What follows belongs to an exercise in optimizing a design on an open flow for small area and a short achievable clock period; a production flow would make more cautious choices. RTL that was checked went through simulation tests only; none was proved equivalent to the original. No activity file was given, so power comes from the tool's default toggle rates.

## trial 43
==> flow/design.v <==
module adder(clk, rst, in_valid, operand_1, operand_2, out_valid, Sum);
input clk;
input rst;
input in_valid;
input [31:0] operand_1;
input [31:0] operand_2;
output out_valid;
output [31:0] Sum;
reg [1:0] valid;
always @(posedge clk)
    if (rst) valid <= 0;
    else valid <= {valid[0:0], in_valid};
assign out_valid = valid[1];
wire [30:0] op2_iw = operand_2[30:0];
wire [31:0] a = operand_1;
wire [30:0] b = op2_iw;
wire [8:0] d12 = {1'b0, a[30:23]} - {1'b0, b[30:23]};
wire [7:0] d21 = b[30:23] - a[30:23];
wire [7:0] cgt = a[30:23] & ~b[30:23];
wire [7:0] ceq = ~(a[30:23] ^ b[30:23]);
wire [3:0] cgt1, ceq1;
wire [1:0] cgt2, ceq2;
genvar ci;
generate for (ci = 0; ci < 4; ci = ci + 1) begin : cmp1
    assign cgt1[ci] = cgt[2*ci+1] | (ceq[2*ci+1] & cgt[2*ci]);
    assign ceq1[ci] = ceq[2*ci+1] & ceq[2*ci];
end endgenerate
generate for (ci = 0; ci < 2; ci = ci + 1) begin : cmp2
    assign cgt2[ci] = cgt1[2*ci+1] | (ceq1[2*ci+1] & cgt1[2*ci]);
    assign ceq2[ci] = ceq1[2*ci+1] & ceq1[2*ci];
end endgenerate
wire ge = cgt2[1] | (ceq2[1] & (cgt2[0] | ceq2[0]));
wire [7:0] dd = ge ? d12[7:0] : d21;
wire [0:0] sgn_aw = a[31];
wire [7:0] emax_aw = ge ? a[30:23] : b[30:23];
wire [22:0] fb_aw = ge ? a[22:0] : b[22:0];
wire [22:0] fs_aw = ge ? b[22:0] : a[22:0];
wire [4:0] sh_aw = dd[4:0];
wire [0:0] shz_aw = (dd[7:5] != 3'd0) || (dd[4:3] == 2'b11);
wire [23:0] x0 = {1'b1, fs_aw};
wire [23:0] x1 = sh_aw[0] ? (x0 >> 1) : x0;
wire [23:0] x2 = sh_aw[1] ? (x1 >> 2) : x1;
reg [0:0] sgn_s2;
reg [7:0] emax_s2;
reg [22:0] fb_s2;
reg [23:0] xs_s2;
reg [4:0] sh_s2;
reg [0:0] shz_s2;
always @(posedge clk) begin
    sgn_s2 <= sgn_aw;
    emax_s2 <= emax_aw;
    fb_s2 <= fb_aw;
    xs_s2 <= x2;
    sh_s2 <= sh_aw;
    shz_s2 <= shz_aw;
end
wire [23:0] xz2 = shz_s2 ? 24'd0 : xs_s2;
wire [23:0] x3 = sh_s2[2] ? (xz2 >> 4) : xz2;
wire [23:0] x4 = sh_s2[3] ? (x3 >> 8) : x3;
wire [23:0] x5 = sh_s2[4] ? (x4 >> 16) : x4;
wire [23:0] sml = x5;
wire [24:0] ms;
madd u_madd(.a({1'b1, fb_s2}), .b(sml), .s(ms));
reg [0:0] sgn_c;
reg [7:0] emax_c;
reg [23:0] ms_c;
always @(posedge clk) begin
    sgn_c <= sgn_s2;
    emax_c <= emax_s2;
    ms_c <= ms[24:1];
end
wire [23:0] msn = ms_c;
wire [7:0] e = emax_c + {7'd0, msn[23]};
wire [22:0] f = msn[23] ? msn[22:0] : {msn[21:0], 1'b0};
wire [31:0] res_dw = {sgn_c, e, f};
assign Sum = res_dw;
endmodule
module madd(a, b, s);
input [23:0] a;
input [23:0] b;
output [24:0] s;
wire [23:0] g0 = a & b;
wire [23:0] p0 = a ^ b;
wire g1_1 = g0[1] | (p0[1] & g0[0]);
wire p1_1 = p0[1] & p0[0];
wire g3_1 = g0[3] | (p0[3] & g0[2]);
wire p3_1 = p0[3] & p0[2];
wire g5_1 = g0[5] | (p0[5] & g0[4]);
wire p5_1 = p0[5] & p0[4];
wire g7_1 = g0[7] | (p0[7] & g0[6]);
wire p7_1 = p0[7] & p0[6];
wire g9_1 = g0[9] | (p0[9] & g0[8]);
wire p9_1 = p0[9] & p0[8];
wire g11_1 = g0[11] | (p0[11] & g0[10]);
wire p11_1 = p0[11] & p0[10];
wire g13_1 = g0[13] | (p0[13] & g0[12]);
wire p13_1 = p0[13] & p0[12];
wire g15_1 = g0[15] | (p0[15] & g0[14]);
wire p15_1 = p0[15] & p0[14];
wire g17_1 = g0[17] | (p0[17] & g0[16]);
wire p17_1 = p0[17] & p0[16];
wire g19_1 = g0[19] | (p0[19] & g0[18]);
wire p19_1 = p0[19] & p0[18];
wire g21_1 = g0[21] | (p0[21] & g0[20]);
wire p21_1 = p0[21] & p0[20];
wire g23_1 = g0[23] | (p0[23] & g0[22]);
wire p23_1 = p0[23] & p0[22];
wire g2_1 = g0[2] | (p0[2] & g1_1);
wire p2_1 = p0[2] & p1_1;
wire g3_2 = g3_1 | (p3_1 & g1_1);
wire p3_2 = p3_1 & p1_1;
wire g6_1 = g0[6] | (p0[6] & g5_1);
wire p6_1 = p0[6] & p5_1;
wire g7_2 = g7_1 | (p7_1 & g5_1);
wire p7_2 = p7_1 & p5_1;
wire g10_1 = g0[10] | (p0[10] & g9_1);
wire p10_1 = p0[10] & p9_1;
wire g11_2 = g11_1 | (p11_1 & g9_1);
wire p11_2 = p11_1 & p9_1;
wire g14_1 = g0[14] | (p0[14] & g13_1);
wire p14_1 = p0[14] & p13_1;
wire g15_2 = g15_1 | (p15_1 & g13_1);
wire p15_2 = p15_1 & p13_1;
wire g18_1 = g0[18] | (p0[18] & g17_1);
wire p18_1 = p0[18] & p17_1;
wire g19_2 = g19_1 | (p19_1 & g17_1);
wire p19_2 = p19_1 & p17_1;
wire g22_1 = g0[22] | (p0[22] & g21_1);
wire p22_1 = p0[22] & p21_1;
wire g23_2 = g23_1 | (p23_1 & g21_1);
wire p23_2 = p23_1 & p21_1;
wire g4_1 = g0[4] | (p0[4] & g3_2);
wire p4_1 = p0[4] & p3_2;
wire g5_2 = g5_1 | (p5_1 & g3_2);
wire p5_2 = p5_1 & p3_2;
wire g6_2 = g6_1 | (p6_1 & g3_2);
wire p6_2 = p6_1 & p3_2;
wire g7_3 = g7_2 | (p7_2 & g3_2);
wire p7_3 = p7_2 & p3_2;
wire g12_1 = g0[12] | (p0[12] & g11_2);
wire p12_1 = p0[12] & p11_2;
wire g13_2 = g13_1 | (p13_1 & g11_2);
wire p13_2 = p13_1 & p11_2;
wire g14_2 = g14_1 | (p14_1 & g11_2);
wire p14_2 = p14_1 & p11_2;
wire g15_3 = g15_2 | (p15_2 & g11_2);
wire p15_3 = p15_2 & p11_2;
wire g20_1 = g0[20] | (p0[20] & g19_2);
wire p20_1 = p0[20] & p19_2;
wire g21_2 = g21_1 | (p21_1 & g19_2);
wire p21_2 = p21_1 & p19_2;
wire g22_2 = g22_1 | (p22_1 & g19_2);
wire p22_2 = p22_1 & p19_2;
wire g23_3 = g23_2 | (p23_2 & g19_2);
wire p23_3 = p23_2 & p19_2;
wire g8_1 = g0[8] | (p0[8] & g7_3);
wire p8_1 = p0[8] & p7_3;
wire g9_2 = g9_1 | (p9_1 & g7_3);
wire p9_2 = p9_1 & p7_3;
wire g10_2 = g10_1 | (p10_1 & g7_3);
wire p10_2 = p10_1 & p7_3;
wire g11_3 = g11_2 | (p11_2 & g7_3);
wire p11_3 = p11_2 & p7_3;
wire g12_2 = g12_1 | (p12_1 & g7_3);
wire p12_2 = p12_1 & p7_3;
wire g13_3 = g13_2 | (p13_2 & g7_3);
wire p13_3 = p13_2 & p7_3;
wire g14_3 = g14_2 | (p14_2 & g7_3);
wire p14_3 = p14_2 & p7_3;
wire g15_4 = g15_3 | (p15_3 & g7_3);
wire p15_4 = p15_3 & p7_3;
wire g16_1 = g0[16] | (p0[16] & g15_4);
wire p16_1 = p0[16] & p15_4;
wire g17_2 = g17_1 | (p17_1 & g15_4);
wire p17_2 = p17_1 & p15_4;
wire g18_2 = g18_1 | (p18_1 & g15_4);
wire p18_2 = p18_1 & p15_4;
wire g19_3 = g19_2 | (p19_2 & g15_4);
wire p19_3 = p19_2 & p15_4;
wire g20_2 = g20_1 | (p20_1 & g15_4);
wire p20_2 = p20_1 & p15_4;
wire g21_3 = g21_2 | (p21_2 & g15_4);
wire p21_3 = p21_2 & p15_4;
wire g22_3 = g22_2 | (p22_2 & g15_4);
wire p22_3 = p22_2 & p15_4;
wire g23_4 = g23_3 | (p23_3 & g15_4);
wire p23_4 = p23_3 & p15_4;
assign s[0] = p0[0];
assign s[1] = p0[1] ^ g0[0];
assign s[2] = p0[2] ^ g1_1;
assign s[3] = p0[3] ^ g2_1;
assign s[4] = p0[4] ^ g3_2;
assign s[5] = p0[5] ^ g4_1;
assign s[6] = p0[6] ^ g5_2;
assign s[7] = p0[7] ^ g6_2;
assign s[8] = p0[8] ^ g7_3;
assign s[9] = p0[9] ^ g8_1;
assign s[10] = p0[10] ^ g9_2;
assign s[11] = p0[11] ^ g10_2;
assign s[12] = p0[12] ^ g11_3;
assign s[13] = p0[13] ^ g12_2;
assign s[14] = p0[14] ^ g13_3;
assign s[15] = p0[15] ^ g14_3;
assign s[16] = p0[16] ^ g15_4;
assign s[17] = p0[17] ^ g16_1;
assign s[18] = p0[18] ^ g17_2;
assign s[19] = p0[19] ^ g18_2;
assign s[20] = p0[20] ^ g19_3;
assign s[21] = p0[21] ^ g20_2;
assign s[22] = p0[22] ^ g21_3;
assign s[23] = p0[23] ^ g22_3;
assign s[24] = g23_4;
endmodule
==> flow/config.mk <==
export PLATFORM = sky130hd
export DESIGN_NAME = adder
export DESIGN_NICKNAME = adder
export VERILOG_FILES = /design/flow/design.v
export SDC_FILE = /design/flow/constraint.sdc
export NUM_CORES = 4
export LEC_CHECK = 0
export ABC_AREA = 1
export CAP_MARGIN = 20
export CORE_MARGIN = 2
export CORE_UTILIZATION = 40
export CTS_BUF_LIST = sky130_fd_sc_hd__clkbuf_4 sky130_fd_sc_hd__clkbuf_8
export SETUP_SLACK_MARGIN = 1.7
export SLEW_MARGIN = 20
==> flow/constraint.sdc <==
create_clock -name core_clock -period 4.0 [get_ports {clk}]
set_input_delay 0.8000 -clock core_clock [delete_from_list [all_inputs] [get_ports {clk}]]
set_output_delay 0.8000 -clock core_clock [all_outputs]
set_load 0.01 [all_outputs]
standard.sh (not shown) runs the stock make flow with config.mk's settings and CLKGATE_MAP_FILE= SYNTH_SCRIPT=/design/flow/synth_recipe.tcl, a recipe that flattens the netlist after the stock synthesis.
==> flow/flow/run.sh <==
#!/bin/bash
# Standard layout with two changes:
#  - synthesis leaves the adder logic to ABC instead of first mapping it to
#    the library's full- and half-adder cells (ADDER_MAP_FILE empty); the
#    registers are not affected;
#  - plain buf_1 cells as the port buffers.
export BUFFER_PORTS_ARGS="-buffer_cell sky130_fd_sc_hd__buf_1"
bash standard.sh ADDER_MAP_FILE= finish > standard.log 2>&1
> inputs changed (trial 43 -> build 15)
diff --git a/flow/design.v b/flow/design.v
--- a/flow/design.v
+++ b/flow/design.v
@@ -37,39 +37,39 @@
 wire [22:0] fs_aw = ge ? b[22:0] : a[22:0];
 wire [4:0] sh_aw = dd[4:0];
 wire [0:0] shz_aw = (dd[7:5] != 3'd0) || (dd[4:3] == 2'b11);
 wire [23:0] x0 = {1'b1, fs_aw};
 wire [23:0] x1 = sh_aw[0] ? (x0 >> 1) : x0;
 wire [23:0] x2 = sh_aw[1] ? (x1 >> 2) : x1;
-reg [0:0] sgn_s2;
-reg [7:0] emax_s2;
-reg [22:0] fb_s2;
-reg [23:0] xs_s2;
-reg [4:0] sh_s2;
-reg [0:0] shz_s2;
+wire [23:0] x3 = sh_aw[2] ? (x2 >> 4) : x2;
+reg [0:0] sgn_s3;
+reg [7:0] emax_s3;
+reg [22:0] fb_s3;
+reg [23:0] xs_s3;
+reg [4:0] sh_s3;
+reg [0:0] shz_s3;
 always @(posedge clk) begin
-    sgn_s2 <= sgn_aw;
-    emax_s2 <= emax_aw;
-    fb_s2 <= fb_aw;
-    xs_s2 <= x2;
-    sh_s2 <= sh_aw;
-    shz_s2 <= shz_aw;
+    sgn_s3 <= sgn_aw;
+    emax_s3 <= emax_aw;
+    fb_s3 <= fb_aw;
+    xs_s3 <= x3;
+    sh_s3 <= sh_aw;
+    shz_s3 <= shz_aw;
 end
-wire [23:0] xz2 = shz_s2 ? 24'd0 : xs_s2;
-wire [23:0] x3 = sh_s2[2] ? (xz2 >> 4) : xz2;
-wire [23:0] x4 = sh_s2[3] ? (x3 >> 8) : x3;
-wire [23:0] x5 = sh_s2[4] ? (x4 >> 16) : x4;
+wire [23:0] xz3 = shz_s3 ? 24'd0 : xs_s3;
+wire [23:0] x4 = sh_s3[3] ? (xz3 >> 8) : xz3;
+wire [23:0] x5 = sh_s3[4] ? (x4 >> 16) : x4;
 wire [23:0] sml = x5;
 wire [24:0] ms;
-madd u_madd(.a({1'b1, fb_s2}), .b(sml), .s(ms));
+madd u_madd(.a({1'b1, fb_s3}), .b(sml), .s(ms));
 reg [0:0] sgn_c;
 reg [7:0] emax_c;
 reg [23:0] ms_c;
 always @(posedge clk) begin
-    sgn_c <= sgn_s2;
-    emax_c <= emax_s2;
+    sgn_c <= sgn_s3;
+    emax_c <= emax_s3;
     ms_c <= ms[24:1];
 end
 wire [23:0] msn = ms_c;
 wire [7:0] e = emax_c + {7'd0, msn[23]};
 wire [22:0] f = msn[23] ? msn[22:0] : {msn[21:0], 1'b0};
 wire [31:0] res_dw = {sgn_c, e, f};
Of build 15 and trial 43, it is build 15 that has the lower transition time at the pin with the least slew margin. Total power: build 15 above trial 43. The flow did not stop early for build 15: all stages ran, and the layout cleared the timing, DRC and antenna checks. Build 15 — number of vias after detailed routing 40 higher, trial 43 as reference. Compared with trial 43, build 15 shows a lower part of the total power dissipated in the clock network. Sort build 15 and trial 43 by cell area desc -> top: build 15. The critical path capture point comes out Sum[30] in one run and xs_s3[7]$_DFF_P_ in the other, namely in trial 43 and build 15 respectively. Re combined global-route utilization of all metal layers: build 15 and trial 43 aren't equal, and the lower value belongs to build 15.
The RTL of trial 43 was laid out without a check of its function.

==> re-timing with driven ports <==
In the flow no input, the clock included, has a driving cell. The finished layouts below were timed again as built, in two steps. Step 1 sets driving cells, clkbuf_16 on the clock port and buf_2 on the other inputs (assumed; they add their load-dependent delay and slew). Step 2 adds t to the input delays and takes it off the output delays; t is the mean of the earliest and latest rising clock arrival at the registers after step 1. Input paths then give back, and output paths get back, about the clock's delay inside the block. a / b / c = ideal / step 1 / step 2; a / b = the first two.
run	shift t [ns]	setup slack, ns	latest minus earliest clock arrival (ns)	pins driven straight from the clock port
trial 43	0.417	1.672 / 1.637 / 1.337	0.016 / 0.016	1
build 15	0.395	1.676 / 1.661 / 1.291	0.008 / 0.008	1
After both steps every run listed still meets setup and hold. The setup slack of build 15, which loses most, moves by -0.015 ns with the drivers and by -0.385 ns with both steps.
